Background: an optimization exercise with open tools, aiming at small area, a short achievable clock period and few clock cycles per item. Do not read the settings as production practice.
Only simulation tests tie the RTL to the original design; equivalence was not proved.

== build 53 ==
Design simple_generic_matrix_mult, start of the top module:
module simple_generic_matrix_mult #(
    parameter integer M = 3,
    parameter integer N = 3,
    parameter integer P = 3,
    parameter integer DATA_WIDTH = 8
)(
    input  wire clk,
    input  wire rst,
    input  wire start,
    input  wire signed [DATA_WIDTH-1:0] a_in,
    input  wire [$clog2(M*N)-1:0] a_addr,
    input  wire a_wen,
    input  wire signed [DATA_WIDTH-1:0] b_in,
    input  wire [$clog2(N*P)-1:0] b_addr,
    input  wire b_wen,
    output reg [2*DATA_WIDTH-1:0] c_out,
    output reg c_valid,
    output reg done
);
    localparam integer E = 1;    
    reg [3:0] t;
    wire rd = start | ((t != 0) & (t <= 8));           
    wire rot_b = rd;                                    
    wire rot_a = rd & ((t == 2) | (t == 5) | (t == 8));  
    always @(posedge clk or posedge rst) begin
        if (rst) begin
            t <= 0;
            c_valid <= 0;
            done <= 0;
        end else begin
            c_valid <= (t >= E) && (t <= E + 8) && (t != 0 || start);
            done <= (t == E + 8);
            t <= (t == E + 8) ? 4'd0 : (start || t != 0) ? t + 4'd1 : 4'd0;
        end
    end
    reg [7:0] A [0:8];
    reg [7:0] B [0:8];
    integer x;
    always @(posedge clk) begin
        for (x = 0; x < 9; x = x + 1) begin
            if (rot_a) A[x] <= A[(x + 3) % 9];
            else if (a_wen && a_addr == x) A[x] <= a_in;
            if (rot_b) B[x] <= B[(x % 3 == 2) ? x - 2 : x + 1];
            else if (b_wen && b_addr == x) B[x] <= b_in;
        end
    end
    wire [7:0] ma0 = A[0], ma1 = A[1], ma2 = A[2];
    wire [7:0] mb0 = B[0], mb1 = B[3], mb2 = B[6];
    wire [7:0] a0 = ma0, a1 = ma1, a2 = ma2, b0 = mb0, b1 = mb1, b2 = mb2;
  ...
Settings: LEC_CHECK=0, ABC_CLOCK_PERIOD_IN_PS=3000, CAP_MARGIN=20, CORE_MARGIN=2, CORE_UTILIZATION=40, CTS_BUF_LIST=sky130_fd_sc_hd__clkbuf_8, SLEW_MARGIN=20, SYNTH_HIERARCHICAL=1, SYNTH_MINIMUM_KEEP_SIZE=0; clock period 10.0 ns.
standard.sh (not shown) runs the stock make flow with config.mk's settings and CLKGATE_MAP_FILE= SYNTH_SCRIPT=/design/flow/synth_recipe.tcl, a recipe that flattens the netlist after the stock synthesis.
==> flow/flow/run.sh <==
#!/bin/bash
set -euo pipefail
bash standard.sh SETUP_SLACK_MARGIN=6.7 finish > standard_flow.log 2>&1
Testbench counts of build 53, summed over its fixed seeds: cycles 30,400, items 14,400.
Input-level comparison between build 73 and build 53:
Settings: putting CTS_CLUSTER_SIZE at 18 where nothing was set; putting CTS_CLUSTER_DIAMETER at 60 where nothing was set.
==> flow/flow/run.sh <==
#!/bin/bash
set -euo pipefail
bash standard.sh SETUP_SLACK_MARGIN=7 finish > standard_flow.log 2>&1
### Flow results
Startpoint of the most critical setup path = c_valid: build 73; startpoint of the most critical setup path = b_wen: build 53. [compare] base=build 53 new=build 73: via count higher; worst reg-to-reg path cell count lower; utilization higher.
For build 28, these inputs were changed with respect to build 73:
Settings: CTS_CLUSTER_SIZE now 14, was 18.
Results
Compared build 28 vs build 73, and wire length of the first global-routing pass is up in build 28. Compared with build 73, in build 28 sequential fraction of total cell area has increased, total of plain and repair buffers excluding clock buffers decreased by 0.83% relative to the old numbers, number of clock-tree buffers in the layout grew by 2, total number of multi-input combinational cells +2. Portion of the clock cycle consumed by the worst path in the final layout: build 73 vs build 28, no meaningful difference. Detailed-route vias per instance shrinks slightly when moving from build 73 to build 28.
Setup changes, build 28 to build 69
Settings: clearing CTS_CLUSTER_DIAMETER, which used to be 60; swapping sky130_fd_sc_hd__clkbuf_8 for sky130_fd_sc_hd__clkbuf_4 in CTS_BUF_LIST; clearing CTS_CLUSTER_SIZE, which used to be 14.
Notes after the runs:
- Relative to build 28, the initial antenna violation count of build 69 is higher by 1.
- In the final reports, the cell area of build 69 is larger than that of build 28.
- Looking at number of fillers in the final layout, build 69 sits 32 higher than build 28 does.

========
Setup of lane 2:
Starting RTL as in the previous note.
## simple_generic_matrix_mult
module simple_generic_matrix_mult #(
    parameter integer M = 3,
    parameter integer N = 3,
    parameter integer P = 3,
    parameter integer DATA_WIDTH = 8
)(
    input  wire clk,
    input  wire rst,
    input  wire start,
    input  wire signed [DATA_WIDTH-1:0] a_in,
    input  wire [$clog2(M*N)-1:0] a_addr,
    input  wire a_wen,
    input  wire signed [DATA_WIDTH-1:0] b_in,
    input  wire [$clog2(N*P)-1:0] b_addr,
    input  wire b_wen,
    output reg [2*DATA_WIDTH-1:0] c_out,
    output reg c_valid,
    output reg done
);
export LEC_CHECK = 0
export ABC_CLOCK_PERIOD_IN_PS = 3000
export CAP_MARGIN = 20
export CORE_MARGIN = 2
export CORE_UTILIZATION = 40
export CTS_BUF_LIST = sky130_fd_sc_hd__clkbuf_16
export CTS_CLUSTER_DIAMETER = 80
export CTS_CLUSTER_SIZE = 28
export SLEW_MARGIN = 20
export SYNTH_HIERARCHICAL = 1
export SYNTH_MINIMUM_KEEP_SIZE = 0
create_clock -name core_clock -period 10.0 [get_ports {clk}]
==> flow/flow/run.sh <==
#!/bin/bash
set -euo pipefail
bash standard.sh SETUP_SLACK_MARGIN=7 finish > standard_flow.log 2>&1
Lane 2 finished every step from synthesis to the final layout, and the layout passed the timing, design-rule and antenna checks.
Testbench counts of lane 2, summed over its fixed seeds: cycles 30,400, items 14,400.
## Diff of input files: lane 1 against lane 2
- CTS_CLUSTER_DIAMETER: 80 -> unset
- CTS_CLUSTER_SIZE: 28 -> unset
- CTS_BUF_LIST: sky130_fd_sc_hd__clkbuf_16 -> sky130_fd_sc_hd__clkbuf_8
### Flow results
In summary, lane 1 completed successfully, with a layout that passed the timing, design-rule and antenna checks.
The final layout from lane 2, which completed every stage, passed the timing, design-rule and antenna checks at the end of the flow.
Comparing lane 1 against lane 2, there is no change at all in adder-cell share of the synthesized area.
Delta (lane 1 minus lane 2): mean number of vias per cell shows a reduction of 0.080; number of cells in the design after placement ~0 delta; global-route track usage on met2 rose 0.26 points; routed wire length picked up an extra 0.48%.

[re-timing with driven ports]
The flow's constraints put no driver on any port. The routed layouts listed below were extracted and timed again, unchanged, in two steps. Step 1, drivers: a clkbuf_16 drives clk and a buf_2 each remaining input, both assumed. Step 2 also shifts input and output timing later by t, the mid clock arrival at the registers, as if the neighbouring blocks saw the same clock. Slacks: no drivers / after step 1 / after step 2; pairs: no drivers / after step 1.
run	shift t [ns]	setup WS [ns]	worst slew at a driven data input, ns
build 53	0.579	6.702 / 6.723 / 6.144	0.04
build 73	0.595	6.947 / 6.900 / 6.451	0.04
build 28	0.593	6.943 / 6.896 / 6.488	0.04
build 69	0.693	6.813 / 6.771 / 6.277	0.04
lane 2	0.537	6.958 / 6.928 / 6.473	0.05
lane 1	0.595	6.940 / 6.893 / 6.484	0.05
After both steps setup and hold are still met in every run listed. For build 53, which loses most, drivers alone change the setup slack by +0.021 ns; drivers and shift together by -0.558 ns.
